What follows belongs to an exercise in optimizing a design on an open flow for small area, a short achievable clock period and few clock cycles per item; a production flow would make more cautious choices.
In this exercise RTL edits were held to simulation tests only and were not proved equivalent to the original.

Design calc_core, start of the top module:
module calc_core (
	input             clk,
	input             rst,
	input             start,
	input      [9:0]  op,
	input      [19:0] a,
	input      [19:0] b,
	output            busy,
	output reg        done,
	output reg [19:0] result,
	output            neg,
	output     [47:0] hex
	);
	localparam OP_ADD  = 10'b0000000001;
	localparam OP_SUB  = 10'b0000000010;
	localparam OP_MUL  = 10'b0000000100;
	localparam OP_DIV  = 10'b0000001000;
	localparam OP_LOG  = 10'b1000000001;
	localparam OP_POW  = 10'b1000000010;
	localparam OP_FACT = 10'b1000000100;
	localparam OP_D2R  = 10'b1000001000;
	localparam N = 4;  
	reg        busy_r;
	reg        mode_pow;    
	reg        divz;        
	reg        acc1;        
	reg [19:0] ra;          
	reg [19:0] rb;          
	reg [2:0]  cnt;         
	assign busy = busy_r;
	assign neg  = result[19];
	wire accept = start & ~busy_r;
	wire        pmul   = rb[0] & ~acc1;            
	wire [19:0] mx = busy_r ? (pmul ? result : ra) : a;
	wire [19:0] my = busy_r ? ra : (op[1] ? a : b);
	wire [19:0] pp [0:19];
	genvar gi;
	generate
  ...
Size in the first run: about 3,800 cells after synthesis, roughly 120 I/O pins.
clock: 55.0 ns
lec_check: 0
abc_area: 1
cap_margin: 50
core_margin: 2
core_utilization: 40
slew_margin: 70
run.sh (not shown) runs the stock make flow with config.mk's settings and CLKGATE_MAP_FILE= SYNTH_SCRIPT=/design/flow/synth_recipe.tcl, a recipe that flattens the netlist after the stock synthesis.
The baseline finished clean.
Testbench counts at the start, summed over its fixed seeds: cycles 2,871, items 1,920.
Then changed:
==> flow/flow/run.sh (new file) <==
#!/bin/bash
# The standard layout, with a stronger buffer on every input and output port
# than buffer_ports picks by default.
set -euo pipefail
bash standard.sh "BUFFER_PORTS_ARGS=-buffer_cell sky130_fd_sc_hd__buf_4" finish > standard_make.log 2>&1
==> flow/standard.sh (new file) <==
#!/bin/bash
# synth_recipe.tcl (not shown) runs the flow's synth.tcl, then flattens the netlist and writes it again
# the make line also repeats each setting of config.mk as NAME=value (left out here)
make -C /OpenROAD-flow-scripts/flow DESIGN_CONFIG=/design/flow/config.mk WORK_HOME=/design/flow/orfs CLKGATE_MAP_FILE= SYNTH_SCRIPT=/design/flow/synth_recipe.tcl "${@:-finish}"
removed: flow/run.sh
Utilization shrinks by 0.57 points.
Setup slack improves by 0.41 ns.
Non-clock buffer count shrinks by 11.
Hold slack degrades by 0.0096 ns.

========
lane 1:
calc_core, a different RTL version from the one above (not shown whole).
For scale: ~3700 cells after synthesis, ~68 flip-flops, about 120 I/O pins, about 23000 sq um of cells after synthesis.
==> flow/config.mk <==
export PLATFORM = sky130hd
export DESIGN_NAME = calc_core
export DESIGN_NICKNAME = calc_core
export VERILOG_FILES = /design/flow/design.v
export SDC_FILE = /design/flow/constraint.sdc
export NUM_CORES = 4
export LEC_CHECK = 0
export ABC_AREA = 1
export CAP_MARGIN = 20
export CORE_MARGIN = 2
export CORE_UTILIZATION = 40
export PLACE_DENSITY = 0.8
export SLEW_MARGIN = 20
==> flow/constraint.sdc <==
create_clock -name core_clock -period 55.0 [get_ports {clk}]
set_input_delay 11.0000 -clock core_clock [delete_from_list [all_inputs] [get_ports {clk}]]
set_output_delay 11.0000 -clock core_clock [all_outputs]
set_load 0.01 [all_outputs]
standard.sh (not shown) runs the stock make flow with config.mk's settings and CLKGATE_MAP_FILE= SYNTH_SCRIPT=/design/flow/synth_recipe.tcl, a recipe that flattens the netlist after the stock synthesis.
==> flow/flow/run.sh <==
#!/bin/bash
# The standard layout, with a stronger buffer on every input and output port
# than buffer_ports picks by default.
set -euo pipefail
bash standard.sh "BUFFER_PORTS_ARGS=-buffer_cell sky130_fd_sc_hd__buf_2" finish > standard_make.log 2>&1
Testbench counts of lane 1, summed over its fixed seeds: cycles 2,871, items 1,920.
Setup changes, lane 1 to lane 2
# lane 1
export LEC_CHECK = 0
export ABC_AREA = 1
export CAP_MARGIN = 20
export CORE_MARGIN = 2
export CORE_UTILIZATION = 40
export PLACE_DENSITY = 0.8
export SLEW_MARGIN = 20
create_clock -name core_clock -period 55.0 [get_ports {clk}]
# lane 2
export LEC_CHECK = 0
export ABC_AREA = 1
export CAP_MARGIN = 20
export CORE_MARGIN = 2
export CORE_UTILIZATION = 40
export SLEW_MARGIN = 20
create_clock -name core_clock -period 55.0 [get_ports {clk}]
==> results.txt <==
- Post-detailed-placement half-perimeter wirelength on lane 2 is behind lane 1.
- Between lane 1 and lane 2, the routed wire length is lower for lane 1.
- Any difference in hold slack between lane 2 and lane 1 is small enough to ignore.
- Setup slack: lane 2 more than lane 1
- Between lane 1 and lane 2, via count of the first global-routing pass is lower for lane 2, lane 1 comes in above that.
- Lane 1 -> lane 2: number of sequential cells delta 0, exact match
- Changes observed in lane 2 relative to lane 1: first-pass GRT wire length rose by 3.0%; routed length per placed instance picked up an extra about 4.7%.

========
Starting RTL as in the previous note.
clock: 55.0 ns
lec_check: 0
abc_area: 1
cap_margin: 20
core_margin: 2
core_utilization: 40
slew_margin: 20
==> flow/flow/run.sh <==
#!/bin/bash
# The standard layout with a buf_2 on every port, and repair_timing asked for
# a little extra setup slack on the worst paths only.
set -euo pipefail
bash standard.sh "BUFFER_PORTS_ARGS=-buffer_cell sky130_fd_sc_hd__buf_2" SETUP_SLACK_MARGIN=37 TNS_END_PERCENT=0 finish > standard_make.log 2>&1
Testbench counts at the start, summed over its fixed seeds: cycles 2,871, items 1,920.
Change:
==> flow/flow/run.sh (replaced) <==
#!/bin/bash
# The standard layout, with a stronger buffer on every input and output port
# than buffer_ports picks by default.
set -euo pipefail
bash standard.sh "BUFFER_PORTS_ARGS=-buffer_cell sky130_fd_sc_hd__buf_2" finish > standard_make.log 2>&1
Settings changed: PLACE_DENSITY from default to 0.45.
What happened: The new run completed with no timing, DRC or antenna violations. Die area does not change. Core utilization goes down by 1.1 points. Design area goes down by 2.4%. Via count goes up by 1.6%. Worst setup slack got worse by 0.53 ns.

==> port drivers added, routing unchanged <==
The flow's constraints put no driver on any port. The routed layouts listed below were extracted and timed again, unchanged, in two steps.
Step 1 (the two cells are an assumption about what drives the block):
set clk [get_ports {clk}]
set_driving_cell -lib_cell sky130_fd_sc_hd__clkbuf_16 $clk
set_driving_cell -lib_cell sky130_fd_sc_hd__buf_2 [delete_from_list [all_inputs] $clk]
Step 2 adds t to the input delays and takes it off the output delays; t is the mean of the earliest and latest rising clock arrival at the registers after step 1. Input paths then give back, and output paths get back, about the clock's delay inside the block.
a / b / c = ideal / step 1 / step 2; a / b = the first two.
run | shift t [ns] | setup WS [ns] | worst hold slack (ns) | clock arrival spread, ns | worst register clock-pin slew, ns
the first run of note 1 | 0.383 | 35.799 / 35.753 / 36.136 | 0.682 / 0.682 / 0.682 | 0.011 / 0.011 | 0.07 / 0.07
the second run of note 1 | 0.394 | 36.205 / 36.160 / 36.554 | 0.672 / 0.672 / 0.672 | 0.010 / 0.011 | 0.07 / 0.07
lane 1 | 0.394 | 36.701 / 36.657 / 36.541 | 0.587 / 0.587 / 0.587 | 0.015 / 0.015 | 0.07 / 0.07
lane 2 | 0.376 | 36.767 / 36.725 / 36.647 | 0.590 / 0.590 / 0.590 | 0.011 / 0.011 | 0.07 / 0.07
the first run of note 3 | 0.374 | 36.960 / 36.918 / 36.639 | 0.588 / 0.588 / 0.588 | 0.012 / 0.011 | 0.07 / 0.07
the second run of note 3 | 0.389 | 36.435 / 36.388 / 36.260 | 0.594 / 0.594 / 0.594 | 0.016 / 0.016 | 0.07 / 0.07
After both steps setup and hold are still met in every run listed. For the first run of note 3, which loses most, drivers alone change the setup slack by -0.042 ns; drivers and shift together by -0.321 ns.
